What follows belongs to an exercise in optimizing a design on an open flow for small area; a production flow would make more cautious choices. Function was checked by simulation only, so behaviour that the tests miss may differ from the original. No activity file was given, so power comes from the tool's default toggle rates.

==> flow/design.v <==
module matrix_calc_s1(
    input  wire        op,
    input  wire [31:0] A, B,
    output wire [35:0] S
);
    wire [7:0] a11 = A[31:24], a12 = A[23:16], a21 = A[15:8], a22 = A[7:0];
    wire [7:0] b11 = B[31:24], b12 = B[23:16], b21 = B[15:8], b22 = B[7:0];
    wire [7:0] g11 = {b11[7:1] & {7{~op}}, b11[0] | op};
    wire [7:0] g22 = {b22[7:1] & {7{~op}}, b22[0] | op};
    wire [7:0] g21 = b21 & {8{~op}};
    wire [7:0] g12 = b12 & {8{~op}};
    wire p1 = a11[0] & g11[0];
    wire p2 = a11[0] & g11[1];
    wire p3 = a11[0] & g11[2];
    wire p4 = a11[0] & g11[3];
    wire p5 = a11[0] & g11[4];
    wire p6 = a11[0] & g11[5];
    wire p7 = a11[0] & g11[6];
    wire p8 = a11[0] & g11[7];
    wire p9 = a11[1] & g11[0];
    wire p10 = a11[1] & g11[1];
    wire p11 = a11[1] & g11[2];
    wire p12 = a11[1] & g11[3];
    wire p13 = a11[1] & g11[4];
    wire p14 = a11[1] & g11[5];
    wire p15 = a11[1] & g11[6];
    wire p16 = a11[2] & g11[0];
    wire p17 = a11[2] & g11[1];
    wire p18 = a11[2] & g11[2];
    wire p19 = a11[2] & g11[3];
    wire p20 = a11[2] & g11[4];
    wire p21 = a11[2] & g11[5];
    wire p22 = a11[3] & g11[0];
    wire p23 = a11[3] & g11[1];
    wire p24 = a11[3] & g11[2];
    wire p25 = a11[3] & g11[3];
    wire p26 = a11[3] & g11[4];
    wire p27 = a11[4] & g11[0];
    wire p28 = a11[4] & g11[1];
    wire p29 = a11[4] & g11[2];
    wire p30 = a11[4] & g11[3];
    wire p31 = a11[5] & g11[0];
    wire p32 = a11[5] & g11[1];
    wire p33 = a11[5] & g11[2];
    wire p34 = a11[6] & g11[0];
    wire p35 = a11[6] & g11[1];
    wire p36 = a11[7] & g11[0];
    wire p37 = (a12[0] & g21[0]) | (op & b11[0]);
    wire p38 = a12[0] & g21[1];
    wire p39 = a12[0] & g21[2];
    wire p40 = a12[0] & g21[3];
    wire p41 = a12[0] & g21[4];
    wire p42 = a12[0] & g21[5];
    wire p43 = a12[0] & g21[6];
    wire p44 = a12[0] & g21[7];
    wire p45 = (a12[1] & g21[0]) | (op & b11[1]);
    wire p46 = a12[1] & g21[1];
    wire p47 = a12[1] & g21[2];
    wire p48 = a12[1] & g21[3];
    wire p49 = a12[1] & g21[4];
    wire p50 = a12[1] & g21[5];
    wire p51 = a12[1] & g21[6];
    wire p52 = (a12[2] & g21[0]) | (op & b11[2]);
    wire p53 = a12[2] & g21[1];
    wire p54 = a12[2] & g21[2];
    wire p55 = a12[2] & g21[3];
    wire p56 = a12[2] & g21[4];
    wire p57 = a12[2] & g21[5];
    wire p58 = (a12[3] & g21[0]) | (op & b11[3]);
    wire p59 = a12[3] & g21[1];
    wire p60 = a12[3] & g21[2];
    wire p61 = a12[3] & g21[3];
    wire p62 = a12[3] & g21[4];
    wire p63 = (a12[4] & g21[0]) | (op & b11[4]);
    wire p64 = a12[4] & g21[1];
    wire p65 = a12[4] & g21[2];
    wire p66 = a12[4] & g21[3];
    wire p67 = (a12[5] & g21[0]) | (op & b11[5]);
    wire p68 = a12[5] & g21[1];
    wire p69 = a12[5] & g21[2];
    wire p70 = (a12[6] & g21[0]) | (op & b11[6]);
    wire p71 = a12[6] & g21[1];
    wire p72 = (a12[7] & g21[0]) | (op & b11[7]);
    wire s73 = p1 ^ p37;
    wire c74 = p1 & p37;
    wire s75 = p2 ^ p38 ^ p45;
    wire c76 = (p2 & p38) | (p2 & p45) | (p38 & p45);
    wire s77 = p9 ^ c74 ^ s75;
    wire c78 = (p9 & c74) | (p9 & s75) | (c74 & s75);
    wire s79 = p10 ^ p16 ^ p3;
    wire c80 = (p10 & p16) | (p10 & p3) | (p16 & p3);
    wire s81 = p39 ^ p46 ^ p52;
    wire c82 = (p39 & p46) | (p39 & p52) | (p46 & p52);
    wire s83 = c76 ^ s79 ^ s81;
    wire c84 = (c76 & s79) | (c76 & s81) | (s79 & s81);
    wire s85 = c78 ^ s83;
    wire c86 = c78 & s83;
    wire s87 = p11 ^ p17 ^ p22;
    wire c88 = (p11 & p17) | (p11 & p22) | (p17 & p22);
    wire s89 = p4 ^ p40 ^ p47;
    wire c90 = (p4 & p40) | (p4 & p47) | (p40 & p47);
    wire s91 = p53 ^ p58 ^ c80;
    wire c92 = (p53 & p58) | (p53 & c80) | (p58 & c80);
    wire s93 = c82 ^ s87 ^ s89;
    wire c94 = (c82 & s87) | (c82 & s89) | (s87 & s89);
    wire s95 = c84 ^ s91 ^ s93;
    wire c96 = (c84 & s91) | (c84 & s93) | (s91 & s93);
    wire s97 = c86 ^ s95;
    wire c98 = c86 & s95;
    wire s99 = p12 ^ p18 ^ p23;
    wire c100 = (p12 & p18) | (p12 & p23) | (p18 & p23);
    wire s101 = p27 ^ p41 ^ p48;
    wire c102 = (p27 & p41) | (p27 & p48) | (p41 & p48);
    wire s103 = p5 ^ p54 ^ p59;
    wire c104 = (p5 & p54) | (p5 & p59) | (p54 & p59);
    wire s105 = p63 ^ c88 ^ c90;
    wire c106 = (p63 & c88) | (p63 & c90) | (c88 & c90);
    wire s107 = s101 ^ s103 ^ s99;
    wire c108 = (s101 & s103) | (s101 & s99) | (s103 & s99);
    wire s109 = c92 ^ c94 ^ s105;
    wire c110 = (c92 & c94) | (c92 & s105) | (c94 & s105);
    wire s111 = s107 ^ c96 ^ s109;
    wire c112 = (s107 & c96) | (s107 & s109) | (c96 & s109);
    wire s113 = c98 ^ s111;
    wire c114 = c98 & s111;
    wire s115 = p13 ^ p19 ^ p24;
    wire c116 = (p13 & p19) | (p13 & p24) | (p19 & p24);
    wire s117 = p28 ^ p31 ^ p42;
    wire c118 = (p28 & p31) | (p28 & p42) | (p31 & p42);
    wire s119 = p49 ^ p55 ^ p6;
    wire c120 = (p49 & p55) | (p49 & p6) | (p55 & p6);
    wire s121 = p60 ^ p64 ^ p67;
    wire c122 = (p60 & p64) | (p60 & p67) | (p64 & p67);
    wire s123 = c100 ^ c102 ^ c104;
    wire c124 = (c100 & c102) | (c100 & c104) | (c102 & c104);
    wire s125 = s115 ^ s117 ^ s119;
    wire c126 = (s115 & s117) | (s115 & s119) | (s117 & s119);
    wire s127 = s121 ^ c106 ^ c108;
    wire c128 = (s121 & c106) | (s121 & c108) | (c106 & c108);
    wire s129 = s123 ^ s125 ^ c110;
    wire c130 = (s123 & s125) | (s123 & c110) | (s125 & c110);
    wire s131 = s127 ^ c112 ^ s129;
    wire c132 = (s127 & c112) | (s127 & s129) | (c112 & s129);
    wire s133 = c114 ^ s131;
    wire c134 = c114 & s131;
    wire s135 = p14 ^ p20 ^ p25;
    wire c136 = (p14 & p20) | (p14 & p25) | (p20 & p25);
    wire s137 = p29 ^ p32 ^ p34;
    wire c138 = (p29 & p32) | (p29 & p34) | (p32 & p34);
    wire s139 = p43 ^ p50 ^ p56;
    wire c140 = (p43 & p50) | (p43 & p56) | (p50 & p56);
    wire s141 = p61 ^ p65 ^ p68;
    wire c142 = (p61 & p65) | (p61 & p68) | (p65 & p68);
    wire s143 = p7 ^ p70 ^ c116;
    wire c144 = (p7 & p70) | (p7 & c116) | (p70 & c116);
    wire s145 = c118 ^ c120 ^ c122;
    wire c146 = (c118 & c120) | (c118 & c122) | (c120 & c122);
    wire s147 = s135 ^ s137 ^ s139;
    wire c148 = (s135 & s137) | (s135 & s139) | (s137 & s139);
    wire s149 = s141 ^ c124 ^ c126;
    wire c150 = (s141 & c124) | (s141 & c126) | (c124 & c126);
    wire s151 = s143 ^ s145 ^ s147;
    wire c152 = (s143 & s145) | (s143 & s147) | (s145 & s147);
    wire s153 = c128 ^ s149 ^ s151;
    wire c154 = (c128 & s149) | (c128 & s151) | (s149 & s151);
    wire s155 = c130 ^ s153 ^ c132;
    wire c156 = (c130 & s153) | (c130 & c132) | (s153 & c132);
    wire x159 = p15 ^ p21;
    wire x160 = p26 ^ p30;
    wire x161 = p33 ^ p35;
    wire x162 = p36 ^ p44;
    wire x163 = p51 ^ p57;
    wire x164 = p62 ^ p66;
    wire x165 = p69 ^ p71;
    wire x166 = p72 ^ p8;
    wire x167 = x159 ^ x160;
    wire x168 = x161 ^ x162;
    wire x169 = x163 ^ x164;
    wire x170 = x165 ^ x166;
    wire x171 = x167 ^ x168;
    wire x172 = x169 ^ x170;
    wire x173 = c136 ^ c138;
    wire x174 = c140 ^ c142;
    wire x175 = x171 ^ x172;
    wire x176 = x173 ^ x174;
    wire x177 = x175 ^ x176;
    wire x178 = c144 ^ c146;
    wire x179 = c148 ^ x177;
    wire x180 = x178 ^ x179;
    wire x181 = c150 ^ c152;
    wire x182 = x180 ^ x181;
    wire x183 = x182 ^ c154;
    wire x184 = x183 ^ c156;
    wire p186 = a12[0] & g22[0];
    wire p187 = a12[0] & g22[1];
    wire p188 = a12[0] & g22[2];
    wire p189 = a12[0] & g22[3];
    wire p190 = a12[0] & g22[4];
    wire p191 = a12[0] & g22[5];
    wire p192 = a12[0] & g22[6];
    wire p193 = a12[0] & g22[7];
    wire p194 = a12[1] & g22[0];
    wire p195 = a12[1] & g22[1];
    wire p196 = a12[1] & g22[2];
    wire p197 = a12[1] & g22[3];
    wire p198 = a12[1] & g22[4];
    wire p199 = a12[1] & g22[5];
    wire p200 = a12[1] & g22[6];
    wire p201 = a12[2] & g22[0];
    wire p202 = a12[2] & g22[1];
    wire p203 = a12[2] & g22[2];
    wire p204 = a12[2] & g22[3];
    wire p205 = a12[2] & g22[4];
    wire p206 = a12[2] & g22[5];
    wire p207 = a12[3] & g22[0];
    wire p208 = a12[3] & g22[1];
    wire p209 = a12[3] & g22[2];
    wire p210 = a12[3] & g22[3];
    wire p211 = a12[3] & g22[4];
    wire p212 = a12[4] & g22[0];
    wire p213 = a12[4] & g22[1];
    wire p214 = a12[4] & g22[2];
    wire p215 = a12[4] & g22[3];
    wire p216 = a12[5] & g22[0];
    wire p217 = a12[5] & g22[1];
    wire p218 = a12[5] & g22[2];
    wire p219 = a12[6] & g22[0];
    wire p220 = a12[6] & g22[1];
    wire p221 = a12[7] & g22[0];
    wire p222 = (a11[0] & g12[0]) | (op & b12[0]);
    wire p223 = a11[0] & g12[1];
    wire p224 = a11[0] & g12[2];
    wire p225 = a11[0] & g12[3];
    wire p226 = a11[0] & g12[4];
    wire p227 = a11[0] & g12[5];
    wire p228 = a11[0] & g12[6];
    wire p229 = a11[0] & g12[7];
    wire p230 = (a11[1] & g12[0]) | (op & b12[1]);
    wire p231 = a11[1] & g12[1];
    wire p232 = a11[1] & g12[2];
    wire p233 = a11[1] & g12[3];
    wire p234 = a11[1] & g12[4];
    wire p235 = a11[1] & g12[5];
    wire p236 = a11[1] & g12[6];
    wire p237 = (a11[2] & g12[0]) | (op & b12[2]);
    wire p238 = a11[2] & g12[1];
    wire p239 = a11[2] & g12[2];
    wire p240 = a11[2] & g12[3];
    wire p241 = a11[2] & g12[4];
    wire p242 = a11[2] & g12[5];
    wire p243 = (a11[3] & g12[0]) | (op & b12[3]);
    wire p244 = a11[3] & g12[1];
    wire p245 = a11[3] & g12[2];
    wire p246 = a11[3] & g12[3];
    wire p247 = a11[3] & g12[4];
    wire p248 = (a11[4] & g12[0]) | (op & b12[4]);
    wire p249 = a11[4] & g12[1];
    wire p250 = a11[4] & g12[2];
    wire p251 = a11[4] & g12[3];
    wire p252 = (a11[5] & g12[0]) | (op & b12[5]);
    wire p253 = a11[5] & g12[1];
    wire p254 = a11[5] & g12[2];
    wire p255 = (a11[6] & g12[0]) | (op & b12[6]);
    wire p256 = a11[6] & g12[1];
    wire p257 = (a11[7] & g12[0]) | (op & b12[7]);
    wire s258 = p186 ^ p222;
    wire c259 = p186 & p222;
    wire s260 = p187 ^ p194 ^ p223;
    wire c261 = (p187 & p194) | (p187 & p223) | (p194 & p223);
    wire s262 = p230 ^ c259 ^ s260;
    wire c263 = (p230 & c259) | (p230 & s260) | (c259 & s260);
    wire s264 = p188 ^ p195 ^ p201;
    wire c265 = (p188 & p195) | (p188 & p201) | (p195 & p201);
    wire s266 = p224 ^ p231 ^ p237;
    wire c267 = (p224 & p231) | (p224 & p237) | (p231 & p237);
    wire s268 = c261 ^ s264 ^ s266;
    wire c269 = (c261 & s264) | (c261 & s266) | (s264 & s266);
    wire s270 = c263 ^ s268;
    wire c271 = c263 & s268;
    wire s272 = p189 ^ p196 ^ p202;
    wire c273 = (p189 & p196) | (p189 & p202) | (p196 & p202);
    wire s274 = p207 ^ p225 ^ p232;
    wire c275 = (p207 & p225) | (p207 & p232) | (p225 & p232);
    wire s276 = p238 ^ p243 ^ c265;
    wire c277 = (p238 & p243) | (p238 & c265) | (p243 & c265);
    wire s278 = c267 ^ s272 ^ s274;
    wire c279 = (c267 & s272) | (c267 & s274) | (s272 & s274);
    wire s280 = c269 ^ s276 ^ s278;
    wire c281 = (c269 & s276) | (c269 & s278) | (s276 & s278);
    wire s282 = c271 ^ s280;
    wire c283 = c271 & s280;
    wire s284 = p190 ^ p197 ^ p203;
    wire c285 = (p190 & p197) | (p190 & p203) | (p197 & p203);
    wire s286 = p208 ^ p212 ^ p226;
    wire c287 = (p208 & p212) | (p208 & p226) | (p212 & p226);
    wire s288 = p233 ^ p239 ^ p244;
    wire c289 = (p233 & p239) | (p233 & p244) | (p239 & p244);
    wire s290 = p248 ^ c273 ^ c275;
    wire c291 = (p248 & c273) | (p248 & c275) | (c273 & c275);
    wire s292 = s284 ^ s286 ^ s288;
    wire c293 = (s284 & s286) | (s284 & s288) | (s286 & s288);
    wire s294 = c277 ^ c279 ^ s290;
    wire c295 = (c277 & c279) | (c277 & s290) | (c279 & s290);
    wire s296 = s292 ^ c281 ^ s294;
    wire c297 = (s292 & c281) | (s292 & s294) | (c281 & s294);
    wire s298 = c283 ^ s296;
    wire c299 = c283 & s296;
    wire s300 = p191 ^ p198 ^ p204;
    wire c301 = (p191 & p198) | (p191 & p204) | (p198 & p204);
    wire s302 = p209 ^ p213 ^ p216;
    wire c303 = (p209 & p213) | (p209 & p216) | (p213 & p216);
    wire s304 = p227 ^ p234 ^ p240;
    wire c305 = (p227 & p234) | (p227 & p240) | (p234 & p240);
    wire s306 = p245 ^ p249 ^ p252;
    wire c307 = (p245 & p249) | (p245 & p252) | (p249 & p252);
    wire s308 = c285 ^ c287 ^ c289;
    wire c309 = (c285 & c287) | (c285 & c289) | (c287 & c289);
    wire s310 = s300 ^ s302 ^ s304;
    wire c311 = (s300 & s302) | (s300 & s304) | (s302 & s304);
    wire s312 = s306 ^ c291 ^ c293;
    wire c313 = (s306 & c291) | (s306 & c293) | (c291 & c293);
    wire s314 = s308 ^ s310 ^ c295;
    wire c315 = (s308 & s310) | (s308 & c295) | (s310 & c295);
    wire s316 = s312 ^ c297 ^ s314;
    wire c317 = (s312 & c297) | (s312 & s314) | (c297 & s314);
    wire s318 = c299 ^ s316;
    wire c319 = c299 & s316;
    wire s320 = p192 ^ p199 ^ p205;
    wire c321 = (p192 & p199) | (p192 & p205) | (p199 & p205);
    wire s322 = p210 ^ p214 ^ p217;
    wire c323 = (p210 & p214) | (p210 & p217) | (p214 & p217);
    wire s324 = p219 ^ p228 ^ p235;
    wire c325 = (p219 & p228) | (p219 & p235) | (p228 & p235);
    wire s326 = p241 ^ p246 ^ p250;
    wire c327 = (p241 & p246) | (p241 & p250) | (p246 & p250);
    wire s328 = p253 ^ p255 ^ c301;
    wire c329 = (p253 & p255) | (p253 & c301) | (p255 & c301);
    wire s330 = c303 ^ c305 ^ c307;
    wire c331 = (c303 & c305) | (c303 & c307) | (c305 & c307);
    wire s332 = s320 ^ s322 ^ s324;
    wire c333 = (s320 & s322) | (s320 & s324) | (s322 & s324);
    wire s334 = s326 ^ c309 ^ c311;
    wire c335 = (s326 & c309) | (s326 & c311) | (c309 & c311);
    wire s336 = s328 ^ s330 ^ s332;
    wire c337 = (s328 & s330) | (s328 & s332) | (s330 & s332);
    wire s338 = c313 ^ s334 ^ s336;
    wire c339 = (c313 & s334) | (c313 & s336) | (s334 & s336);
    wire s340 = c315 ^ s338 ^ c317;
    wire c341 = (c315 & s338) | (c315 & c317) | (s338 & c317);
    wire x344 = p193 ^ p200;
    wire x345 = p206 ^ p211;
    wire x346 = p215 ^ p218;
    wire x347 = p220 ^ p221;
    wire x348 = p229 ^ p236;
    wire x349 = p242 ^ p247;
    wire x350 = p251 ^ p254;
    wire x351 = p256 ^ p257;
    wire x352 = x344 ^ x345;
    wire x353 = x346 ^ x347;
    wire x354 = x348 ^ x349;
    wire x355 = x350 ^ x351;
    wire x356 = x352 ^ x353;
    wire x357 = x354 ^ x355;
    wire x358 = c321 ^ c323;
    wire x359 = c325 ^ c327;
    wire x360 = x356 ^ x357;
    wire x361 = x358 ^ x359;
    wire x362 = x360 ^ x361;
    wire x363 = c329 ^ c331;
    wire x364 = c333 ^ x362;
    wire x365 = x363 ^ x364;
    wire x366 = c335 ^ c337;
    wire x367 = x365 ^ x366;
    wire x368 = x367 ^ c339;
    wire x369 = x368 ^ c341;
    wire p371 = a21[0] & g11[0];
    wire p372 = a21[0] & g11[1];
    wire p373 = a21[0] & g11[2];
    wire p374 = a21[0] & g11[3];
    wire p375 = a21[0] & g11[4];
    wire p376 = a21[0] & g11[5];
    wire p377 = a21[0] & g11[6];
    wire p378 = a21[0] & g11[7];
    wire p379 = a21[1] & g11[0];
    wire p380 = a21[1] & g11[1];
    wire p381 = a21[1] & g11[2];
    wire p382 = a21[1] & g11[3];
    wire p383 = a21[1] & g11[4];
    wire p384 = a21[1] & g11[5];
    wire p385 = a21[1] & g11[6];
    wire p386 = a21[2] & g11[0];
    wire p387 = a21[2] & g11[1];
    wire p388 = a21[2] & g11[2];
    wire p389 = a21[2] & g11[3];
    wire p390 = a21[2] & g11[4];
    wire p391 = a21[2] & g11[5];
    wire p392 = a21[3] & g11[0];
    wire p393 = a21[3] & g11[1];
    wire p394 = a21[3] & g11[2];
    wire p395 = a21[3] & g11[3];
    wire p396 = a21[3] & g11[4];
    wire p397 = a21[4] & g11[0];
    wire p398 = a21[4] & g11[1];
    wire p399 = a21[4] & g11[2];
    wire p400 = a21[4] & g11[3];
    wire p401 = a21[5] & g11[0];
    wire p402 = a21[5] & g11[1];
    wire p403 = a21[5] & g11[2];
    wire p404 = a21[6] & g11[0];
    wire p405 = a21[6] & g11[1];
    wire p406 = a21[7] & g11[0];
    wire p407 = (a22[0] & g21[0]) | (op & b21[0]);
    wire p408 = a22[0] & g21[1];
    wire p409 = a22[0] & g21[2];
    wire p410 = a22[0] & g21[3];
    wire p411 = a22[0] & g21[4];
    wire p412 = a22[0] & g21[5];
    wire p413 = a22[0] & g21[6];
    wire p414 = a22[0] & g21[7];
    wire p415 = (a22[1] & g21[0]) | (op & b21[1]);
    wire p416 = a22[1] & g21[1];
    wire p417 = a22[1] & g21[2];
    wire p418 = a22[1] & g21[3];
    wire p419 = a22[1] & g21[4];
    wire p420 = a22[1] & g21[5];
    wire p421 = a22[1] & g21[6];
    wire p422 = (a22[2] & g21[0]) | (op & b21[2]);
    wire p423 = a22[2] & g21[1];
    wire p424 = a22[2] & g21[2];
    wire p425 = a22[2] & g21[3];
    wire p426 = a22[2] & g21[4];
    wire p427 = a22[2] & g21[5];
    wire p428 = (a22[3] & g21[0]) | (op & b21[3]);
    wire p429 = a22[3] & g21[1];
    wire p430 = a22[3] & g21[2];
    wire p431 = a22[3] & g21[3];
    wire p432 = a22[3] & g21[4];
    wire p433 = (a22[4] & g21[0]) | (op & b21[4]);
    wire p434 = a22[4] & g21[1];
    wire p435 = a22[4] & g21[2];
    wire p436 = a22[4] & g21[3];
    wire p437 = (a22[5] & g21[0]) | (op & b21[5]);
    wire p438 = a22[5] & g21[1];
    wire p439 = a22[5] & g21[2];
    wire p440 = (a22[6] & g21[0]) | (op & b21[6]);
    wire p441 = a22[6] & g21[1];
    wire p442 = (a22[7] & g21[0]) | (op & b21[7]);
    wire s443 = p371 ^ p407;
    wire c444 = p371 & p407;
    wire s445 = p372 ^ p379 ^ p408;
    wire c446 = (p372 & p379) | (p372 & p408) | (p379 & p408);
    wire s447 = p415 ^ c444 ^ s445;
    wire c448 = (p415 & c444) | (p415 & s445) | (c444 & s445);
    wire s449 = p373 ^ p380 ^ p386;
    wire c450 = (p373 & p380) | (p373 & p386) | (p380 & p386);
    wire s451 = p409 ^ p416 ^ p422;
    wire c452 = (p409 & p416) | (p409 & p422) | (p416 & p422);
    wire s453 = c446 ^ s449 ^ s451;
    wire c454 = (c446 & s449) | (c446 & s451) | (s449 & s451);
    wire s455 = c448 ^ s453;
    wire c456 = c448 & s453;
    wire s457 = p374 ^ p381 ^ p387;
    wire c458 = (p374 & p381) | (p374 & p387) | (p381 & p387);
    wire s459 = p392 ^ p410 ^ p417;
    wire c460 = (p392 & p410) | (p392 & p417) | (p410 & p417);
    wire s461 = p423 ^ p428 ^ c450;
    wire c462 = (p423 & p428) | (p423 & c450) | (p428 & c450);
    wire s463 = c452 ^ s457 ^ s459;
    wire c464 = (c452 & s457) | (c452 & s459) | (s457 & s459);
    wire s465 = c454 ^ s461 ^ s463;
    wire c466 = (c454 & s461) | (c454 & s463) | (s461 & s463);
    wire s467 = c456 ^ s465;
    wire c468 = c456 & s465;
    wire s469 = p375 ^ p382 ^ p388;
    wire c470 = (p375 & p382) | (p375 & p388) | (p382 & p388);
    wire s471 = p393 ^ p397 ^ p411;
    wire c472 = (p393 & p397) | (p393 & p411) | (p397 & p411);
    wire s473 = p418 ^ p424 ^ p429;
    wire c474 = (p418 & p424) | (p418 & p429) | (p424 & p429);
    wire s475 = p433 ^ c458 ^ c460;
    wire c476 = (p433 & c458) | (p433 & c460) | (c458 & c460);
    wire s477 = s469 ^ s471 ^ s473;
    wire c478 = (s469 & s471) | (s469 & s473) | (s471 & s473);
    wire s479 = c462 ^ c464 ^ s475;
    wire c480 = (c462 & c464) | (c462 & s475) | (c464 & s475);
    wire s481 = s477 ^ c466 ^ s479;
    wire c482 = (s477 & c466) | (s477 & s479) | (c466 & s479);
    wire s483 = c468 ^ s481;
    wire c484 = c468 & s481;
    wire s485 = p376 ^ p383 ^ p389;
    wire c486 = (p376 & p383) | (p376 & p389) | (p383 & p389);
    wire s487 = p394 ^ p398 ^ p401;
    wire c488 = (p394 & p398) | (p394 & p401) | (p398 & p401);
    wire s489 = p412 ^ p419 ^ p425;
    wire c490 = (p412 & p419) | (p412 & p425) | (p419 & p425);
    wire s491 = p430 ^ p434 ^ p437;
    wire c492 = (p430 & p434) | (p430 & p437) | (p434 & p437);
    wire s493 = c470 ^ c472 ^ c474;
    wire c494 = (c470 & c472) | (c470 & c474) | (c472 & c474);
    wire s495 = s485 ^ s487 ^ s489;
    wire c496 = (s485 & s487) | (s485 & s489) | (s487 & s489);
    wire s497 = s491 ^ c476 ^ c478;
    wire c498 = (s491 & c476) | (s491 & c478) | (c476 & c478);
    wire s499 = s493 ^ s495 ^ c480;
    wire c500 = (s493 & s495) | (s493 & c480) | (s495 & c480);
    wire s501 = s497 ^ c482 ^ s499;
    wire c502 = (s497 & c482) | (s497 & s499) | (c482 & s499);
    wire s503 = c484 ^ s501;
    wire c504 = c484 & s501;
    wire s505 = p377 ^ p384 ^ p390;
    wire c506 = (p377 & p384) | (p377 & p390) | (p384 & p390);
    wire s507 = p395 ^ p399 ^ p402;
    wire c508 = (p395 & p399) | (p395 & p402) | (p399 & p402);
    wire s509 = p404 ^ p413 ^ p420;
    wire c510 = (p404 & p413) | (p404 & p420) | (p413 & p420);
    wire s511 = p426 ^ p431 ^ p435;
    wire c512 = (p426 & p431) | (p426 & p435) | (p431 & p435);
    wire s513 = p438 ^ p440 ^ c486;
    wire c514 = (p438 & p440) | (p438 & c486) | (p440 & c486);
    wire s515 = c488 ^ c490 ^ c492;
    wire c516 = (c488 & c490) | (c488 & c492) | (c490 & c492);
    wire s517 = s505 ^ s507 ^ s509;
    wire c518 = (s505 & s507) | (s505 & s509) | (s507 & s509);
    wire s519 = s511 ^ c494 ^ c496;
    wire c520 = (s511 & c494) | (s511 & c496) | (c494 & c496);
    wire s521 = s513 ^ s515 ^ s517;
    wire c522 = (s513 & s515) | (s513 & s517) | (s515 & s517);
    wire s523 = c498 ^ s519 ^ s521;
    wire c524 = (c498 & s519) | (c498 & s521) | (s519 & s521);
    wire s525 = c500 ^ s523 ^ c502;
    wire c526 = (c500 & s523) | (c500 & c502) | (s523 & c502);
    wire x529 = p378 ^ p385;
    wire x530 = p391 ^ p396;
    wire x531 = p400 ^ p403;
    wire x532 = p405 ^ p406;
    wire x533 = p414 ^ p421;
    wire x534 = p427 ^ p432;
    wire x535 = p436 ^ p439;
    wire x536 = p441 ^ p442;
    wire x537 = x529 ^ x530;
    wire x538 = x531 ^ x532;
    wire x539 = x533 ^ x534;
    wire x540 = x535 ^ x536;
    wire x541 = x537 ^ x538;
    wire x542 = x539 ^ x540;
    wire x543 = c506 ^ c508;
    wire x544 = c510 ^ c512;
    wire x545 = x541 ^ x542;
    wire x546 = x543 ^ x544;
    wire x547 = x545 ^ x546;
    wire x548 = c514 ^ c516;
    wire x549 = c518 ^ x547;
    wire x550 = x548 ^ x549;
    wire x551 = c520 ^ c522;
    wire x552 = x550 ^ x551;
    wire x553 = x552 ^ c524;
    wire x554 = x553 ^ c526;
    wire p556 = a22[0] & g22[0];
    wire p557 = a22[0] & g22[1];
    wire p558 = a22[0] & g22[2];
    wire p559 = a22[0] & g22[3];
    wire p560 = a22[0] & g22[4];
    wire p561 = a22[0] & g22[5];
    wire p562 = a22[0] & g22[6];
    wire p563 = a22[0] & g22[7];
    wire p564 = a22[1] & g22[0];
    wire p565 = a22[1] & g22[1];
    wire p566 = a22[1] & g22[2];
    wire p567 = a22[1] & g22[3];
    wire p568 = a22[1] & g22[4];
    wire p569 = a22[1] & g22[5];
    wire p570 = a22[1] & g22[6];
    wire p571 = a22[2] & g22[0];
    wire p572 = a22[2] & g22[1];
    wire p573 = a22[2] & g22[2];
    wire p574 = a22[2] & g22[3];
    wire p575 = a22[2] & g22[4];
    wire p576 = a22[2] & g22[5];
    wire p577 = a22[3] & g22[0];
    wire p578 = a22[3] & g22[1];
    wire p579 = a22[3] & g22[2];
    wire p580 = a22[3] & g22[3];
    wire p581 = a22[3] & g22[4];
    wire p582 = a22[4] & g22[0];
    wire p583 = a22[4] & g22[1];
    wire p584 = a22[4] & g22[2];
    wire p585 = a22[4] & g22[3];
    wire p586 = a22[5] & g22[0];
    wire p587 = a22[5] & g22[1];
    wire p588 = a22[5] & g22[2];
    wire p589 = a22[6] & g22[0];
    wire p590 = a22[6] & g22[1];
    wire p591 = a22[7] & g22[0];
    wire p592 = (a21[0] & g12[0]) | (op & b22[0]);
    wire p593 = a21[0] & g12[1];
    wire p594 = a21[0] & g12[2];
    wire p595 = a21[0] & g12[3];
    wire p596 = a21[0] & g12[4];
    wire p597 = a21[0] & g12[5];
    wire p598 = a21[0] & g12[6];
    wire p599 = a21[0] & g12[7];
    wire p600 = (a21[1] & g12[0]) | (op & b22[1]);
    wire p601 = a21[1] & g12[1];
    wire p602 = a21[1] & g12[2];
    wire p603 = a21[1] & g12[3];
    wire p604 = a21[1] & g12[4];
    wire p605 = a21[1] & g12[5];
    wire p606 = a21[1] & g12[6];
    wire p607 = (a21[2] & g12[0]) | (op & b22[2]);
    wire p608 = a21[2] & g12[1];
    wire p609 = a21[2] & g12[2];
    wire p610 = a21[2] & g12[3];
    wire p611 = a21[2] & g12[4];
    wire p612 = a21[2] & g12[5];
    wire p613 = (a21[3] & g12[0]) | (op & b22[3]);
    wire p614 = a21[3] & g12[1];
    wire p615 = a21[3] & g12[2];
    wire p616 = a21[3] & g12[3];
    wire p617 = a21[3] & g12[4];
    wire p618 = (a21[4] & g12[0]) | (op & b22[4]);
    wire p619 = a21[4] & g12[1];
    wire p620 = a21[4] & g12[2];
    wire p621 = a21[4] & g12[3];
    wire p622 = (a21[5] & g12[0]) | (op & b22[5]);
    wire p623 = a21[5] & g12[1];
    wire p624 = a21[5] & g12[2];
    wire p625 = (a21[6] & g12[0]) | (op & b22[6]);
    wire p626 = a21[6] & g12[1];
    wire p627 = (a21[7] & g12[0]) | (op & b22[7]);
    wire s628 = p556 ^ p592;
    wire c629 = p556 & p592;
    wire s630 = p557 ^ p564 ^ p593;
    wire c631 = (p557 & p564) | (p557 & p593) | (p564 & p593);
    wire s632 = p600 ^ c629 ^ s630;
    wire c633 = (p600 & c629) | (p600 & s630) | (c629 & s630);
    wire s634 = p558 ^ p565 ^ p571;
    wire c635 = (p558 & p565) | (p558 & p571) | (p565 & p571);
    wire s636 = p594 ^ p601 ^ p607;
    wire c637 = (p594 & p601) | (p594 & p607) | (p601 & p607);
    wire s638 = c631 ^ s634 ^ s636;
    wire c639 = (c631 & s634) | (c631 & s636) | (s634 & s636);
    wire s640 = c633 ^ s638;
    wire c641 = c633 & s638;
    wire s642 = p559 ^ p566 ^ p572;
    wire c643 = (p559 & p566) | (p559 & p572) | (p566 & p572);
    wire s644 = p577 ^ p595 ^ p602;
    wire c645 = (p577 & p595) | (p577 & p602) | (p595 & p602);
    wire s646 = p608 ^ p613 ^ c635;
    wire c647 = (p608 & p613) | (p608 & c635) | (p613 & c635);
    wire s648 = c637 ^ s642 ^ s644;
    wire c649 = (c637 & s642) | (c637 & s644) | (s642 & s644);
    wire s650 = c639 ^ s646 ^ s648;
    wire c651 = (c639 & s646) | (c639 & s648) | (s646 & s648);
    wire s652 = c641 ^ s650;
    wire c653 = c641 & s650;
    wire s654 = p560 ^ p567 ^ p573;
    wire c655 = (p560 & p567) | (p560 & p573) | (p567 & p573);
    wire s656 = p578 ^ p582 ^ p596;
    wire c657 = (p578 & p582) | (p578 & p596) | (p582 & p596);
    wire s658 = p603 ^ p609 ^ p614;
    wire c659 = (p603 & p609) | (p603 & p614) | (p609 & p614);
    wire s660 = p618 ^ c643 ^ c645;
    wire c661 = (p618 & c643) | (p618 & c645) | (c643 & c645);
    wire s662 = s654 ^ s656 ^ s658;
    wire c663 = (s654 & s656) | (s654 & s658) | (s656 & s658);
    wire s664 = c647 ^ c649 ^ s660;
    wire c665 = (c647 & c649) | (c647 & s660) | (c649 & s660);
    wire s666 = s662 ^ c651 ^ s664;
    wire c667 = (s662 & c651) | (s662 & s664) | (c651 & s664);
    wire s668 = c653 ^ s666;
    wire c669 = c653 & s666;
    wire s670 = p561 ^ p568 ^ p574;
    wire c671 = (p561 & p568) | (p561 & p574) | (p568 & p574);
    wire s672 = p579 ^ p583 ^ p586;
    wire c673 = (p579 & p583) | (p579 & p586) | (p583 & p586);
    wire s674 = p597 ^ p604 ^ p610;
    wire c675 = (p597 & p604) | (p597 & p610) | (p604 & p610);
    wire s676 = p615 ^ p619 ^ p622;
    wire c677 = (p615 & p619) | (p615 & p622) | (p619 & p622);
    wire s678 = c655 ^ c657 ^ c659;
    wire c679 = (c655 & c657) | (c655 & c659) | (c657 & c659);
    wire s680 = s670 ^ s672 ^ s674;
    wire c681 = (s670 & s672) | (s670 & s674) | (s672 & s674);
    wire s682 = s676 ^ c661 ^ c663;
    wire c683 = (s676 & c661) | (s676 & c663) | (c661 & c663);
    wire s684 = s678 ^ s680 ^ c665;
    wire c685 = (s678 & s680) | (s678 & c665) | (s680 & c665);
    wire s686 = s682 ^ c667 ^ s684;
    wire c687 = (s682 & c667) | (s682 & s684) | (c667 & s684);
    wire s688 = c669 ^ s686;
    wire c689 = c669 & s686;
    wire s690 = p562 ^ p569 ^ p575;
    wire c691 = (p562 & p569) | (p562 & p575) | (p569 & p575);
    wire s692 = p580 ^ p584 ^ p587;
    wire c693 = (p580 & p584) | (p580 & p587) | (p584 & p587);
    wire s694 = p589 ^ p598 ^ p605;
    wire c695 = (p589 & p598) | (p589 & p605) | (p598 & p605);
    wire s696 = p611 ^ p616 ^ p620;
    wire c697 = (p611 & p616) | (p611 & p620) | (p616 & p620);
    wire s698 = p623 ^ p625 ^ c671;
    wire c699 = (p623 & p625) | (p623 & c671) | (p625 & c671);
    wire s700 = c673 ^ c675 ^ c677;
    wire c701 = (c673 & c675) | (c673 & c677) | (c675 & c677);
    wire s702 = s690 ^ s692 ^ s694;
    wire c703 = (s690 & s692) | (s690 & s694) | (s692 & s694);
    wire s704 = s696 ^ c679 ^ c681;
    wire c705 = (s696 & c679) | (s696 & c681) | (c679 & c681);
    wire s706 = s698 ^ s700 ^ s702;
    wire c707 = (s698 & s700) | (s698 & s702) | (s700 & s702);
    wire s708 = c683 ^ s704 ^ s706;
    wire c709 = (c683 & s704) | (c683 & s706) | (s704 & s706);
    wire s710 = c685 ^ s708 ^ c687;
    wire c711 = (c685 & s708) | (c685 & c687) | (s708 & c687);
    wire x714 = p563 ^ p570;
    wire x715 = p576 ^ p581;
    wire x716 = p585 ^ p588;
    wire x717 = p590 ^ p591;
    wire x718 = p599 ^ p606;
    wire x719 = p612 ^ p617;
    wire x720 = p621 ^ p624;
    wire x721 = p626 ^ p627;
    wire x722 = x714 ^ x715;
    wire x723 = x716 ^ x717;
    wire x724 = x718 ^ x719;
    wire x725 = x720 ^ x721;
    wire x726 = x722 ^ x723;
    wire x727 = x724 ^ x725;
    wire x728 = c691 ^ c693;
    wire x729 = c695 ^ c697;
    wire x730 = x726 ^ x727;
    wire x731 = x728 ^ x729;
    wire x732 = x730 ^ x731;
    wire x733 = c699 ^ c701;
    wire x734 = c703 ^ x732;
    wire x735 = x733 ^ x734;
    wire x736 = c705 ^ c707;
    wire x737 = x735 ^ x736;
    wire x738 = x737 ^ c709;
    wire x739 = x738 ^ c711;
    assign S = {x739, s710, c689, x554, s525, c504, x369, s340, c319, x184, s155, c134, s628, s632, s640, s652, s668, s688, s443, s447, s455, s467, s483, s503, s258, s262, s270, s282, s298, s318, s73, s77, s85, s97, s113, s133};
endmodule
module matrix_calc_s2(
    input  wire [35:0] S,
    output wire [31:0] C
);
    wire s133, s113, s97, s85, s77, s73, s318, s298, s282, s270, s262, s258, s503, s483, s467, s455, s447, s443, s688, s668, s652, s640, s632, s628, c134, s155, x184, c319, s340, x369, c504, s525, x554, c689, s710, x739;
    assign {x739, s710, c689, x554, s525, c504, x369, s340, c319, x184, s155, c134, s628, s632, s640, s652, s668, s688, s443, s447, s455, s467, s483, s503, s258, s262, s270, s282, s298, s318, s73, s77, s85, s97, s113, s133} = S;
    wire s157 = c134 ^ s155;
    wire c158 = c134 & s155;
    wire x185 = x184 ^ c158;
    wire s342 = c319 ^ s340;
    wire c343 = c319 & s340;
    wire x370 = x369 ^ c343;
    wire s527 = c504 ^ s525;
    wire c528 = c504 & s525;
    wire x555 = x554 ^ c528;
    wire s712 = c689 ^ s710;
    wire c713 = c689 & s710;
    wire x740 = x739 ^ c713;
    assign C = {x185, s157, s133, s113, s97, s85, s77, s73, x370, s342, s318, s298, s282, s270, s262, s258, x555, s527, s503, s483, s467, s455, s447, s443, x740, s712, s688, s668, s652, s640, s632, s628};
endmodule
module matrix_alu_top (
    input  wire        clk,
    input  wire        op,
    input  wire [31:0] A,
    input  wire [31:0] B,
    output reg  [31:0] C
);
wire [35:0] s_w;
reg  [35:0] s_r;
wire [31:0] c_w;
always @(posedge clk) begin
    s_r <= s_w;
    C   <= c_w;
end
matrix_calc_s1 st1 (.op(op), .A(A), .B(B), .S(s_w));
matrix_calc_s2 st2 (.S(s_r), .C(c_w));
endmodule
==> flow/flow/run.sh <==
#!/bin/bash
# Standard synthesis, then re-choose full-adder / gate output polarities to
# drop inverters (flow/fapol2.py), then the standard layout with the
# smallest buffer on the ports.
set -euo pipefail
NET=orfs/results/sky130hd/matrix_alu_top/base/1_2_yosys.v
bash standard.sh synth > synth.log 2>&1
cp $NET synth_orig.v
python3 flow/fapol2.py synth_orig.v $NET > fapol.log 2>&1
touch $NET
bash standard.sh synth > synth_odb.log 2>&1
export BUFFER_PORTS_ARGS="-buffer_cell sky130_fd_sc_hd__buf_1"
bash standard.sh finish > finish.log 2>&1
==> flow/flow/fapol2.py <==
#!/usr/bin/env python3
"""Re-choose signal polarities in a mapped sky130hd netlist to need fewer
inverters and smaller gates.

A full adder is self-dual, fa(~a,~b,~c) = (~cout, ~sum), so each one may run
on inverted signals. Two-input AND-type gates absorb inversions on any pin
(and2/nand2/nor2/or2/nor2b/nand2b), xor gates absorb input inversions, and a
few gates have a complementary twin. Half adders are split into an xor and an
AND-type gate (same area as ha_1). Inverters are then placed only where a
signal is still needed in the other polarity. The choice is made by
simulated annealing on area.
usage: fapol2.py IN.v OUT.v"""
import re, sys, random, math

PFX = 'sky130_fd_sc_hd__'
OUTPINS = {'X', 'Y', 'Q', 'Q_N', 'SUM', 'COUT', 'HI', 'LO'}
AREA = {'inv_1': 3.7536, 'nand2_1': 3.7536, 'and2_1': 6.256, 'nor2_1': 3.7536,
        'or2_1': 6.256, 'xor2_1': 8.7584, 'xnor2_1': 8.7584, 'a21oi_1': 5.0048,
        'a21o_1': 7.5072, 'o21ai_0': 5.0048, 'o21a_1': 7.5072, 'a22oi_1': 7.5072,
        'a22o_1': 8.7584, 'nor2b_1': 6.256, 'or2b_1': 7.5072, 'nand2b_1': 6.256,
        'and2b_1': 7.5072, 'nand3_1': 5.0048, 'and3_1': 6.256, 'nor3_1': 5.0048,
        'or3_1': 6.256, 'o22ai_1': 6.256, 'o22a_1': 8.7584, 'xnor3_1': 22.5216,
        'xor3_1': 23.7728}
INV = AREA['inv_1']
TWINS = {}
for a, b in [('a21o_1', 'a21oi_1'), ('o21a_1', 'o21ai_0'), ('a22o_1', 'a22oi_1'),
             ('and3_1', 'nand3_1'), ('or3_1', 'nor3_1'), ('o22a_1', 'o22ai_1')]:
    TWINS[a] = b
    TWINS[b] = a
YOUT = {'nand2_1', 'nor2_1', 'xnor2_1', 'a21oi_1', 'o21ai_0', 'a22oi_1', 'nor2b_1',
        'nand2b_1', 'nand3_1', 'nor3_1', 'o22ai_1', 'inv_1'}
# AND-type gates: type -> (pin a, pin b, la, lb, lo, out pin):
# out = lo ^ ((a ^ la) & (b ^ lb))
ANDT = {'and2_1': ('A', 'B', 0, 0, 0), 'nand2_1': ('A', 'B', 0, 0, 1),
        'nor2_1': ('A', 'B', 1, 1, 0), 'or2_1': ('A', 'B', 1, 1, 1),
        'nor2b_1': ('A', 'B_N', 1, 0, 0), 'or2b_1': ('A', 'B_N', 1, 0, 1),
        'and2b_1': ('A_N', 'B', 1, 0, 0), 'nand2b_1': ('A_N', 'B', 1, 0, 1)}
# realisation of (la, lb, lo): (type, pin for a, pin for b)
REAL = {(0, 0, 0): ('and2_1', 'A', 'B'), (0, 0, 1): ('nand2_1', 'A', 'B'),
        (1, 1, 0): ('nor2_1', 'A', 'B'), (1, 1, 1): ('or2_1', 'A', 'B'),
        (1, 0, 0): ('nor2b_1', 'A', 'B_N'), (1, 0, 1): ('nand2b_1', 'A_N', 'B'),
        (0, 1, 0): ('nor2b_1', 'B_N', 'A'), (0, 1, 1): ('nand2b_1', 'B', 'A_N')}
XORT = {'xor2_1': 0, 'xnor2_1': 1, 'xor3_1': 0, 'xnor3_1': 1}

src = open(sys.argv[1]).read()
cell_re = re.compile(r'^  (' + PFX + r'\w+)\s+(\S+)\s*\((.*?)\n  \);\n', re.S | re.M)
pin_re = re.compile(r'\.(\w+)\(([^()]*)\)')

cells = []
spans = []
for m in cell_re.finditer(src):
    t, n, body = m.group(1)[len(PFX):], m.group(2), m.group(3)
    pins = [(p, v.strip()) for p, v in pin_re.findall(body)]
    spans.append(m.span())
    if t.startswith('ha_'):
        d = dict(pins)
        cells.append({'t': 'xor2_1', 'n': n + '_hx', 'pins': [('A', d['A']), ('B', d['B']), ('X', d.get('SUM', ''))]})
        cells.append({'t': 'and2_1', 'n': n + '_ha', 'pins': [('A', d['A']), ('B', d['B']), ('X', d.get('COUT', ''))]})
    else:
        cells.append({'t': t, 'n': n, 'pins': pins})

drv = {}
for i, c in enumerate(cells):
    for p, v in c['pins']:
        if v and p in OUTPINS:
            drv[v] = (i, p)

def is_inv(c):
    return c['t'].startswith('inv_') or c['t'].startswith('clkinv')

ports = set()
for m in re.finditer(r'^\s*(input|output)\s*(\[[^\]]*\])?\s*([^;]+);', src, re.M):
    for nm in m.group(3).split(','):
        ports.add(nm.strip())
def is_port_net(v):
    return v.split('[')[0].strip() in ports

def root(v):
    pol = 0
    while v in drv and is_inv(cells[drv[v][0]]):
        v = dict(cells[drv[v][0]]['pins'])['A']
        pol ^= 1
    return v, pol

def kind(c):
    t = c['t']
    if t.startswith('fa_'):
        return 'fa'
    if t in ANDT:
        return 'and'
    if t in XORT:
        return 'xor'
    if t in TWINS:
        return 'twin'
    return 'fixed'

K = [kind(c) for c in cells]
flippable = [i for i, c in enumerate(cells) if not is_inv(c) and K[i] != 'fixed'
             and any(p in OUTPINS and v for p, v in c['pins'])]
flipset = set(flippable)

# loads: base signal -> list of (cell, pin, pol)
loads = {}
inpins = {}   # cell -> list of (pin, base, pol)
keep_inv = set()
for i, c in enumerate(cells):
    if is_inv(c):
        if is_port_net(dict(c['pins'])['Y']):
            keep_inv.add(i)
            s, pol = root(dict(c['pins'])['Y'])
            loads.setdefault(s, []).append((i, 'PORT', pol))
        continue
    inpins[i] = []
    for p, v in c['pins']:
        if not v or p in OUTPINS:
            continue
        s, pol = root(v)
        loads.setdefault(s, []).append((i, p, pol))
        inpins[i].append((p, s, pol))

f = [0] * len(cells)

def provided(s):
    if s in drv:
        i = drv[s][0]
        if i in flipset:
            return f[i]
    return 0

def sig_cost(s):
    prov = provided(s)
    for i, p, pol in loads.get(s, []):
        if p == 'PORT':
            w = pol
        elif K[i] in ('and', 'xor'):
            continue
        elif K[i] == 'fa':
            w = pol ^ f[i]
        else:
            w = pol
        if w != prov:
            return INV
    return 0.0

def and_flags(i):
    c = cells[i]
    pa, pb, la, lb, lo = ANDT[c['t']]
    d = {p: (s, pol) for p, s, pol in inpins[i]}
    sa, pola = d[pa]
    sb, polb = d[pb]
    return (la ^ pola ^ provided(sa), lb ^ polb ^ provided(sb), lo ^ f[i])

def cell_area(i):
    k = K[i]
    t = cells[i]['t']
    if k == 'and':
        return AREA[REAL[and_flags(i)][0]]
    if k == 'twin':
        return AREA[TWINS[t]] if f[i] else AREA[t]
    return 0.0

# neighbourhoods
outsig = {i: [v for p, v in cells[i]['pins'] if p in OUTPINS and v] for i in range(len(cells))}
aff_sigs, aff_cells = {}, {}
for i in flippable:
    ss = set(outsig[i])
    if K[i] == 'fa':
        ss |= {s for p, s, pol in inpins[i]}
    aff_sigs[i] = list(ss)
    cs = {i}
    for s in outsig[i]:
        for j, p, pol in loads.get(s, []):
            if p != 'PORT' and K[j] == 'and':
                cs.add(j)
    aff_cells[i] = list(cs)

def local(i):
    return sum(sig_cost(s) for s in aff_sigs[i]) + sum(cell_area(j) for j in aff_cells[i])

def delta(i):
    b = local(i)
    f[i] ^= 1
    a = local(i)
    f[i] ^= 1
    return a - b

allsig = set(loads)
def total():
    return sum(sig_cost(s) for s in allsig) + sum(cell_area(i) for i in range(len(cells)))

start = total()
rnd = random.Random(1)
cur = start
best, bestf = start, f[:]
steps = 400000
for k in range(steps):
    T = 4.0 * (1 - k / steps) + 0.01
    i = flippable[rnd.randrange(len(flippable))]
    d = delta(i)
    if d <= 0 or rnd.random() < math.exp(-d / T):
        f[i] ^= 1
        cur += d
        if cur < best - 1e-9:
            best, bestf = cur, f[:]
f = bestf
print(f'fapol2: cost {start:.1f} -> {total():.1f}, flipped {sum(f)} of {len(flippable)}', file=sys.stderr)

# ---- rewrite ----
def esc(v):
    v = v.strip()
    return v + ' ' if v.startswith('\\') else v

newinv = {}
def inv_net(s):
    if s not in newinv:
        base = s[1:] if s.startswith('\\') else s
        newinv[s] = '\\' + base + '_fpinv'
    return newinv[s]

def net_for(s, want):
    return s if want == provided(s) else inv_net(s)

body = []
def emit(t, n, pins):
    body.append(f'  {PFX}{t} {n} (\n' + ',\n'.join(f'    .{p}({esc(v)})' for p, v in pins) + '\n  );\n')

for i, c in enumerate(cells):
    t = c['t']
    if is_inv(c):
        if i in keep_inv:
            d = dict(c['pins'])
            s, pol = root(d['A'])
            emit(t, c['n'], [('A', net_for(s, pol)), ('Y', d['Y'])])
        continue
    k = K[i]
    if k == 'and':
        la, lb, lo = and_flags(i)
        nt, qa, qb = REAL[(la, lb, lo)]
        pa, pb = ANDT[t][0], ANDT[t][1]
        d = {p: s for p, s, pol in inpins[i]}
        out = outsig[i][0] if outsig[i] else ''
        emit(nt, c['n'], [(qa, d[pa]), (qb, d[pb]), ('Y' if nt in YOUT else 'X', out)])
        continue
    if k == 'xor':
        par = XORT[t] ^ f[i]
        for p, s, pol in inpins[i]:
            par ^= pol ^ provided(s)
        three = t.startswith('x') and t[-3] == '3' or '3_' in t
        nt = ('xnor3_1' if par else 'xor3_1') if '3' in t.split('_')[0] else ('xnor2_1' if par else 'xor2_1')
        pins = []
        for p, v in c['pins']:
            if p in OUTPINS:
                pins.append(('Y' if nt in YOUT else 'X', v))
            else:
                pins.append((p, root(v)[0]))
        emit(nt, c['n'], pins)
        continue
    nt = TWINS[t] if (k == 'twin' and f[i]) else t
    pins = []
    for p, v in c['pins']:
        if p in OUTPINS or not v:
            if k == 'twin' and f[i] and p in ('X', 'Y'):
                p = 'Y' if nt in YOUT else 'X'
            pins.append((p, v))
            continue
        s, pol = root(v)
        w = pol ^ (f[i] if k == 'fa' else 0)
        pins.append((p, net_for(s, w)))
    emit(nt, c['n'], pins)

for k_, (s, nm) in enumerate(sorted(newinv.items())):
    emit('inv_1', f'fpinv_{k_}', [('A', s), ('Y', nm)])

wires = ''.join(f'  wire {esc(nm)};\n' for s, nm in sorted(newinv.items()))
head = src[:spans[0][0]]
tail = src[spans[-1][1]:]
open(sys.argv[2], 'w').write(head + wires + ''.join(body) + tail)
==> flow/standard.sh <==
#!/bin/bash
# synth_recipe.tcl (not shown) runs the flow's synth.tcl, then flattens the netlist and writes it again
# the make line also repeats each setting of config.mk as NAME=value (left out here)
make -C /OpenROAD-flow-scripts/flow DESIGN_CONFIG=/design/flow/config.mk WORK_HOME=/design/flow/orfs CLKGATE_MAP_FILE= SYNTH_SCRIPT=/design/flow/synth_recipe.tcl "${@:-finish}"
==> flow/config.mk <==
export PLATFORM = sky130hd
export DESIGN_NAME = matrix_alu_top
export DESIGN_NICKNAME = matrix_alu_top
export VERILOG_FILES = /design/flow/design.v
export SDC_FILE = /design/flow/constraint.sdc
export NUM_CORES = 4
export LEC_CHECK = 0
export CAP_MARGIN = 20
export CORE_MARGIN = 2
export CORE_UTILIZATION = 40
export SLEW_MARGIN = 20
==> flow/constraint.sdc <==
create_clock -name core_clock -period 5.2 [get_ports {clk}]
set_input_delay 1.0400 -clock core_clock [delete_from_list [all_inputs] [get_ports {clk}]]
set_output_delay 1.0400 -clock core_clock [all_outputs]
set_load 0.01 [all_outputs]
==> results.ini, run 1 <==
[cells_and_area]
antenna_cells = 0
area_delta_synth_final_pct = 22.5
fin_area_mm2 = 0.00909
fin_cells = 1197
utilization_pct = 50.3
final_nets = 1179
drive_gt1_share_pct = 15.5

[global_routing]
antenna_found_initial = 0
gr-max-usage-layer = met2
globalRouteMet1Util_pct = 31.4
gr-usage-met3_pct = 3.45
grt_pass1_wl_um = 33300
grt_util_met2_pct = 36.3
grt_pass1_vias = 6256
grt_max_degree = 23
track_usage_pct = 22.4
grt_overflow = 0

[sta]
skew_ns = 0.00265
rsz0062_at_grt = no
min_period_over_period_pct = 95.9
slew_headroom_pct = 64.8
setup_slack_ns = 0.215
tightest_slew_ns = 0.527
setup_viol = 0
slew_violations = 0
max_freq_ghz = 0.201
hold_viol = 0
fin_crit_ns = 4.99
fin_setup_tns_ns = 0
fin_hold_ws_ns = 0.321

[synthesis]
synth_cells = 785
synth_area_per_cell_um2 = 9.45
syn_area_mm2 = 0.00742
synth_fp_nets = 999
ys_warn_count = 1

[clocking]
cts.root.buffer_cell = clkbuf_16
clock-sinks = 68
clk_latency_ns = 0.33
htreeDepth = 3
cts_tree = built
cts_buffers = 9
cts.path.max_buffers = 2
clk_transition_reported_paths_ns = 0.05

[power]
ir_drop_mv = 0.167
p_int_mw = 1.87
power_frac_seq_pct = 27.9
clkPwrFrac_pct = 18.1
power_mw = 2.93
p_sw_share_pct = 36.3
p_leak_nw = 3.22
pwr-share-comb_pct = 54.0
switchingPower_mw = 1.07
powerDensity_mw_per_mm2 = 323

[die]
core_area_mm2 = 0.0181
ios = 98
die_area_mm2 = 0.0197
rows = 49
die_x_um = 140
die_h_um = 140
initial_core_util_pct = 41.0

[run_status]
status = timing/DRC/antenna clean

[drt]
firstDrtPassIters = 5
wl_um = 20800
drt_iter0_markers = 533
vias_per_cell = 4.98
wl_per_cell_um = 17.4
drcViolationCount = 0
via_count = 5960
drtAntennaViolNets = 0

[worst_setup_path]
r2r-end = C[7]$_DFF_P_
cp_data_required_time_ns = 5.41
slowest_delay_ns = 0.59
endpoint_kind = flop
crit_chain = buf_2, buf_4, nor2b_4, buf_4, nand2_2, fa_2, fa_2, fa_2, fa_2, fa_2, fa_2, xor2_1, xnor2_1, xnor2_1, xnor2_1, xnor2_1, xor2_1
cp_common_cell = fa_2
worstSetupStartpoint = op
rr_worst_depth = 2
worstPathArrival_ns = 5.20
reg2reg_slack_ns = 4.55
worst-path-max-fanout = 22
rr_startpoint = s_r[33]$_DFF_P_
cp_slowest_cell = fa_2
worst_setup_path_start_kind = input port
path_class = in2reg

[run]
drv_cap = 0

[worst_hold_path]
holdCritPathClass = reg2reg
holdPathStages = 0
holdCritStartpoint = s_r[8]$_DFF_P_
hold_end = C[19]$_DFF_P_

[place]
place_ws_ns = -0.190
io_buffer_count = 97
place_congestion = 0.917
dpl_cell_area_mm2 = 0.00882
dpl.cell_count = 1182
hpwlAfterDp_um = 17700

[routing by layer]
layer,vias to the layer above,wire [µm],part of all wire (%)
met5,-,0,0
met4,0,385,1.8
met3,23,1380,6.6
met2,244,9900,48
met1,2945,9170,44
li1,2748,-,-
[layout make-up]
cell class | count | area (µm²)
clock buffers | 11 | 243
clock inverters | 3 | 15.0
fillers | 1758 | 8990
inverters | 8 | 30.0
multi-input cells | 667 | 5910
flip-flops and latches | 68 | 1360
well taps | 229 | 287
repair buffers | 211 | 1250
[cells in the final DEF (no fill, tap or decap), types with 3 or more instances in the layout]
cell and instances:
nand2_1 280, a22oi_1 5, fa_2 10, clkbuf_16 9, nor2b_4 4, a21oi_1 9, o21ai_0 7, nor2_1 22
a21o_1 3, clkinv_2 3, buf_4 112, fa_1 138, xor2_1 55, nor2b_1 20, nand2b_1 16, o21a_1 12
xnor2_1 66, buf_1 96, inv_1 8, dfxtp_1 68, a22o_1 3
[power groups by stage]
stage / sequential (mW) / combinational (mW) / clock [mW]
6_report: 0.818 / 1.58 / 0.532
5_1_grt: 0.840 / 1.79 / 0.575
4_1_cts: 0.822 / 1.61 / 0.553
3_5_place_dp: 0.833 / 1.60 / 0
3_3_place_gp: 0.829 / 1.57 / 0
2_1_floorplan: 0.887 / 1.15 / 0
[repair_timing]
item | 4_1_cts | 5_1_grt
gates resized for setup | 0 | 3
endpoints found under the setup margin | 0 | 3
hold buffers | 0 | 0
setup buffers | 0 | 1
[sequential cells by signal, summed over array words and instances (netlist names)]
signal	cells
s_r	36
C	32
[how the worst max path moves through the flow]
stage	depth (start not counted)	to
after detailed placement	15	s_r[32]$_DFF_P_
after CTS	15	s_r[32]$_DFF_P_
after global placement	15	s_r[26]$_DFF_P_
after floorplan	16	s_r[32]$_DFF_P_
final	17	s_r[35]$_DFF_P_
after global routing	16	s_r[32]$_DFF_P_
[worst max-delay path: cells and delay by family]
| family | cells | cell delay [ns] |
|---|---|---|
| buffers and inverters | 3 | 0.53 |
| xor gates and xnor gates | 6 | 0.90 |
| and+or+nand+nor | 2 | 0.25 |
| adders and majority gates | 6 | 2.47 |
==> run 2: changes to the inputs <==
--- a/flow/flow/run.sh
+++ b/flow/flow/run.sh
@@ -12,2 +12,3 @@
 export BUFFER_PORTS_ARGS="-buffer_cell sky130_fd_sc_hd__buf_1"
+export CTS_ARGS="-sink_clustering_enable -repair_clock_nets -dont_use_dummy_load -sink_clustering_size 24 -sink_clustering_max_diameter 80 -buf_list {sky130_fd_sc_hd__clkbuf_8}"
 bash standard.sh finish > finish.log 2>&1
==> run 2 against run 1 <==
  * Routed wire length fell by 0.42%
  * Sequential share of layout area rose by 0.23 points
  * Via count fell by 0.99%
  * First-iteration DRC count rose by 2.1%
  * Global-route usage fell by 0.10 points
  * Final cell count fell by 0.42%
  * Flip-flop and latch count did not move
  * Highest routed layer unchanged
==> results.ini, run 2 <==
[worst_setup_path]
cp_common_cell = fa_1
worst-path-max-fanout = 22
path_class = in2reg
worst_setup_path_start_kind = input port
worstPathArrival_ns = 5.20
crit_chain = buf_2, buf_4, o21ai_0, buf_4, fa_1, fa_1, fa_1, fa_1, fa_1, fa_1, xnor2_1, xnor2_1, xnor2_1, xor2_1, xnor2_1
endpoint_kind = flop
cp_slowest_cell = fa_1
cp_data_required_time_ns = 5.44
slowest_delay_ns = 0.55

[cells_and_area]
utilization_pct = 49.5
largest_register_ffs = 36
layout_common_cells = 280 x nand2_1, 139 x fa_1, 112 x buf_4
final_nets = 1179
largest-register = s_r
area_delta_synth_final_pct = 20.7
final_common_cell = nand2_1
drive_gt1_share_pct = 15.1
reg_top3 = s_r (36), C (32)
nFillCells = 1775
antenna_cells = 0

[drt]
vias_per_cell = 4.95
drt_iter0_markers = 544
wl_um = 20700
firstDrtPassIters = 5
wl_per_cell_um = 17.4
drtAntennaViolNets = 0
via_count = 5901
drcViolationCount = 0

[die]
initial_core_util_pct = 41.0
rows = 49
core_area_mm2 = 0.0181
ios = 98
die_h_um = 140
die_area_mm2 = 0.0197
die_x_um = 140

[clocking]
cts_tree = built
cts.path.max_buffers = 2
cts.root.buffer_cell = clkbuf_8
clk_latency_ns = 0.36
cts_buffers = 9
htreeDepth = 3
clock-sinks = 68
clk_transition_reported_paths_ns = 0.08

[global_routing]
grt_pass1_wl_um = 33200
grt_pass1_vias = 6256
antenna_found_initial = 0
grt_overflow = 0
track_usage_pct = 22.3
grt_max_degree = 23

[power]
switchingPower_mw = 1.03
p_leak_nw = 3.15
pwr-share-comb_pct = 58.0
clkPwrFrac_pct = 12.0
power_mw = 2.72
power_frac_seq_pct = 30.0
p_sw_share_pct = 37.8
powerDensity_mw_per_mm2 = 304
ir_drop_mv = 0.153
p_int_mw = 1.69

[sta]
hold_viol = 0
max_freq_ghz = 0.202
rsz0062_at_grt = no
tightest_slew_ns = 0.541
slew_violations = 0
fin_crit_ns = 4.96
skew_ns = 0.0131
min_period_over_period_pct = 95.4
fin_setup_tns_ns = 0
setup_viol = 0
slew_headroom_pct = 63.9

[synthesis]
ys_warn_count = 1
synth_area_per_cell_um2 = 9.45
synth_cells = 785
synth_fp_nets = 999
syn_area_mm2 = 0.00742

[place]
hpwlAfterDp_um = 17700
io_buffer_count = 97
place_congestion = 0.917

[run]
drv_cap = 0

[worst_hold_path]
holdCritPathClass = reg2reg

[run_status]
status = timing/DRC/antenna clean

[run 2: layer usage]
metal  share of wire, %  global-route usage [%]
met1                 44                    31.3
met2                 48                    36.3
met3                6.1                    2.32
met4                2.0                    7.34
met5                  0                       0
[run 2: cell type report]
class / count / area, µm² / share of cell area, %
tap: 229 / 287 / 3.20
sequential: 68 / 1360 / 15.2
timing repair buffer: 211 / 1250 / 13.9
inverter: 8 / 30.0 / 0.335
clock buffer: 9 / 124 / 1.38
multi-input combinational: 667 / 5910 / 66.0
[run 2: stage by stage]
step	setup slack, ns	std cells	hold slack (ns)	cell area [µm²]
floorplan	0.00697	785	0.310	7530
global placement	-0.0823	1182	0.310	8820
detailed placement	-0.190	1182	0.312	8820
CTS	0.192	1191	0.317	8940
global route	0.00325	1192	0.325	8960
finish	0.238	1192	0.312	8960
[run 2: what timing repair did]
item | CTS | global route
hold buffers | 0 | 0
setup buffers | 0 | 1
endpoints found under the setup margin | 0 | 3
endpoints found under the hold margin | 0 | 0
resized for setup | 0 | 2
[run 2: final timing paths]
path                         from         endpoint  slack (ns)  depth (start not counted)
setup / recovery               op  s_r[32]$_DFF_P_        0.24                         15
hold / removal    s_r[20]$_DFF_P_     C[3]$_DFF_P_        0.31                          0
setup reg to reg  s_r[33]$_DFF_P_     C[7]$_DFF_P_        4.55                          2
hold reg to reg   s_r[20]$_DFF_P_     C[3]$_DFF_P_        0.31                          0
[run 2: worst max-delay path: cells and delay by family]
kind | cells | cell delay, ns
buffers and inverters | 3 | 0.61
adders and majority gates | 6 | 2.61
AOI/OAI and AO/OA | 1 | 0.17
xor gates and xnor gates | 5 | 0.76
[run 2: power by group through the flow]
stage	logic (mW)	registers (mW)	clock network, mW
4_1_cts	1.61	0.821	0.342
6_report	1.58	0.817	0.325
3_5_place_dp	1.60	0.833	0
5_1_grt	1.79	0.839	0.359
3_3_place_gp	1.57	0.829	0
2_1_floorplan	1.15	0.887	0
==> run 3: changes to the inputs <==
--- a/flow/config.mk
+++ b/flow/config.mk
@@ -10,2 +10,3 @@
 export CORE_UTILIZATION = 40
+export GPL_TIMING_DRIVEN = 0
 export SLEW_MARGIN = 20
==> run 3 against run 2 <==
  * Clock power about the same
  * Highest routed layer unchanged
  * Core utilization down 1.1 points
  * Via count grew 0.68%
  * Sequential share of layout area increased by 0.33 points
  * Critical endpoint is now s_r[29]$_DFF_P_
==> results.ini, run 3 <==
[die]
die_h_um = 140
rows = 49
ios = 98
initial_core_util_pct = 41.0
core_area_mm2 = 0.0181
die_area_mm2 = 0.0197
die_x_um = 140

[cells_and_area]
area_delta_synth_final_pct = 18.1
antenna_cells = 0
drive_gt1_share_pct = 14.9
final_common_cell = nand2_1
layout_common_cells = 280 x nand2_1, 131 x fa_1, 77 x buf_1
utilization_pct = 48.5
fin_cells = 1138
largest-register = s_r
nFillCells = 1730
final_nets = 1125
largest_register_ffs = 36
reg_top3 = s_r (36), C (32)

[worst_setup_path]
worstPathArrival_ns = 5.37
r2r-end = C[7]$_DFF_P_
path_class = in2reg
endpoint_kind = flop
rr_worst_depth = 2
rr_startpoint = s_r[33]$_DFF_P_
reg2reg_slack_ns = 4.55
cp_data_required_time_ns = 5.47
worst-path-max-fanout = 11
worst_setup_path_start_kind = input port

[sta]
slew_headroom_pct = 58.0
min_period_over_period_pct = 98.1
hold_viol = 0
fin_crit_ns = 5.10
slew_violations = 0
max_freq_ghz = 0.196
skew_ns = 0.0124
setup_viol = 0
setup_slack_ns = 0.0963
tightest_slew_ns = 0.631

[drt]
via_count = 5941
firstDrtPassIters = 5
vias_per_cell = 5.22
wl_um = 21800
wl_per_cell_um = 19.1
drt_iter0_markers = 553
drcViolationCount = 0
drtAntennaViolNets = 0

[clocking]
cts.path.max_buffers = 2
htreeDepth = 3
clk_latency_ns = 0.36
clk_transition_reported_paths_ns = 0.07
cts.root.buffer_cell = clkbuf_8
hold_buffers = 0
clock-sinks = 68
cts_buffers = 9
cts_tree = built

[power]
power_mw = 2.82
p_leak_nw = 3.03
ir_drop_mv = 0.141
powerDensity_mw_per_mm2 = 322

[worst_hold_path]
holdPathStages = 0
holdCritPathClass = reg2reg
hold_end = C[5]$_DFF_P_
holdCritStartpoint = s_r[18]$_DFF_P_

[place]
io_buffer_count = 83
place_ws_ns = -0.814
dpl.cell_count = 1097
hpwlAfterDp_um = 17100
place_congestion = 0.890

[run]
drv_cap = 0

[run_status]
status = timing/DRC/antenna clean

[global_routing]
grt_max_degree = 15
grt_pass1_wl_um = 34000
antenna_found_initial = 0
grt_overflow = 0
grt_pass1_vias = 6395
track_usage_pct = 23.1

[synthesis]
synth_area_per_cell_um2 = 9.45
ys_warn_count = 1
syn_area_mm2 = 0.00742
synth_fp_nets = 999
synth_cells = 785

==> run 3: changes by cell type in the layout (fill, tap and decap cells not counted), moves of 3 or more <==
cell	change
buf_4	-74
buf_8	+3
buf_2	+4
xnor2_2	+4
nor2b_4	+10
buf_6	+7
clkbuf_4	+6
xnor2_1	-4
nor2b_1	-14
clkbuf_2	+16
nor2b_2	+4
buf_1	-19
fa_2	+8
fa_1	-8
==> run 3: metrics by stage <==
stage	setup TNS (ns)	instance area, µm²	hold WS (ns)
2_1_floorplan	0	7530	0.310
3_3_place_gp	-2.66	8130	0.310
3_5_place_dp	-2.73	8130	0.312
4_1_cts	0	8460	0.324
5_1_grt	-0.00277	8760	0.323
6_report	0	8760	0.316
==> run 3: worst max path at each step <==
stage                from              end  cells after the start
finish                 op  s_r[29]$_DFF_P_                     17
global route           op  s_r[32]$_DFF_P_                     17
CTS                 B[26]  s_r[26]$_DFF_P_                     15
detailed placement     op  s_r[35]$_DFF_P_                     16
global placement     B[1]  s_r[35]$_DFF_P_                     16
floorplan              op  s_r[32]$_DFF_P_                     16
==> run 3: worst max-delay path, stage by stage <==
cell and delay, ns:
buf_6 0.13, clkbuf_16 0.16, buf_8 0.16, nor2b_4 0.17
buf_4 0.14, nand2_1 0.07, fa_1 0.46, fa_1 0.53
fa_1 0.43, fa_1 0.40, fa_1 0.42, fa_2 0.36
xnor2_2 0.16, xnor2_2 0.15, xnor2_1 0.18, xnor2_1 0.15
xor2_1 0.25
==> run 3: layer usage <==
layer | up-vias | track usage (%) | part of all wire, %
met5 | - | 0 | 0
met1 | 2974 | 31.0 | 41
met3 | 39 | 4.58 | 8.8
met2 | 296 | 37.6 | 48
met4 | 0 | 7.97 | 2.2
li1 | 2632 | - | -
==> run 3: timing repair <==
action / CTS / global route
endpoints found under the setup margin: 4 / 4
pin swaps: 2 / 12
gates cloned: 0 / 1
endpoints found under the hold margin: 0 / 0
resized for setup: 48 / 57
setup buffers: 11 / 21
==> run 3: where the power goes <==
part | internal [mW] | switching, mW
sequential | 0.764 | 0.0549
combinational | 0.798 | 0.879
clock | 0.154 | 0.174
==> run 3: cell type report <==
| cell class | instances | area [µm²] | share of cell area, % |
|---|---|---|---|
| multi-input combinational | 667 | 6050 | 69.1 |
| clock buffer | 9 | 124 | 1.41 |
| inverter | 8 | 30.0 | 0.343 |
| timing repair buffer | 116 | 571 | 6.51 |
| buffer | 41 | 338 | 3.85 |
| sequential | 68 | 1360 | 15.5 |
| tap | 229 | 287 | 3.27 |

## afterwards: timing with drivers on the ports
How much do the figures lean on ideal ports? The routed layouts below were timed once more, with nothing changed but the port constraints.
Step 1 assumes that a clkbuf_16 drives the clock port and a buf_2 every other input.
Step 2, shift: input delay + t, output delay - t, t = (earliest + latest rising clock arrival at the registers) / 2. This alone moves slack from input paths to output paths.
Three values: no drivers, after step 1, after step 2; two values: the first two.
run | t, ns | slack for setup (ns) | worst hold slack (ns) | worst slew at a driven data input, ns
run 1 | 0.373 | 0.215 / 0.235 / -0.139 | 0.321 / 0.321 / 0.321 | 0.05
run 2 | 0.386 | 0.238 / 0.250 / -0.135 | 0.312 / 0.312 / 0.312 | 0.05
run 3 | 0.389 | 0.096 / 0.071 / -0.318 | 0.316 / 0.316 / 0.316 | 0.08
With both steps, setup timing fails in every run listed, where it was met with ideal ports. The setup slack of run 3, which loses most, moves by -0.025 ns with the drivers and by -0.414 ns with both steps.
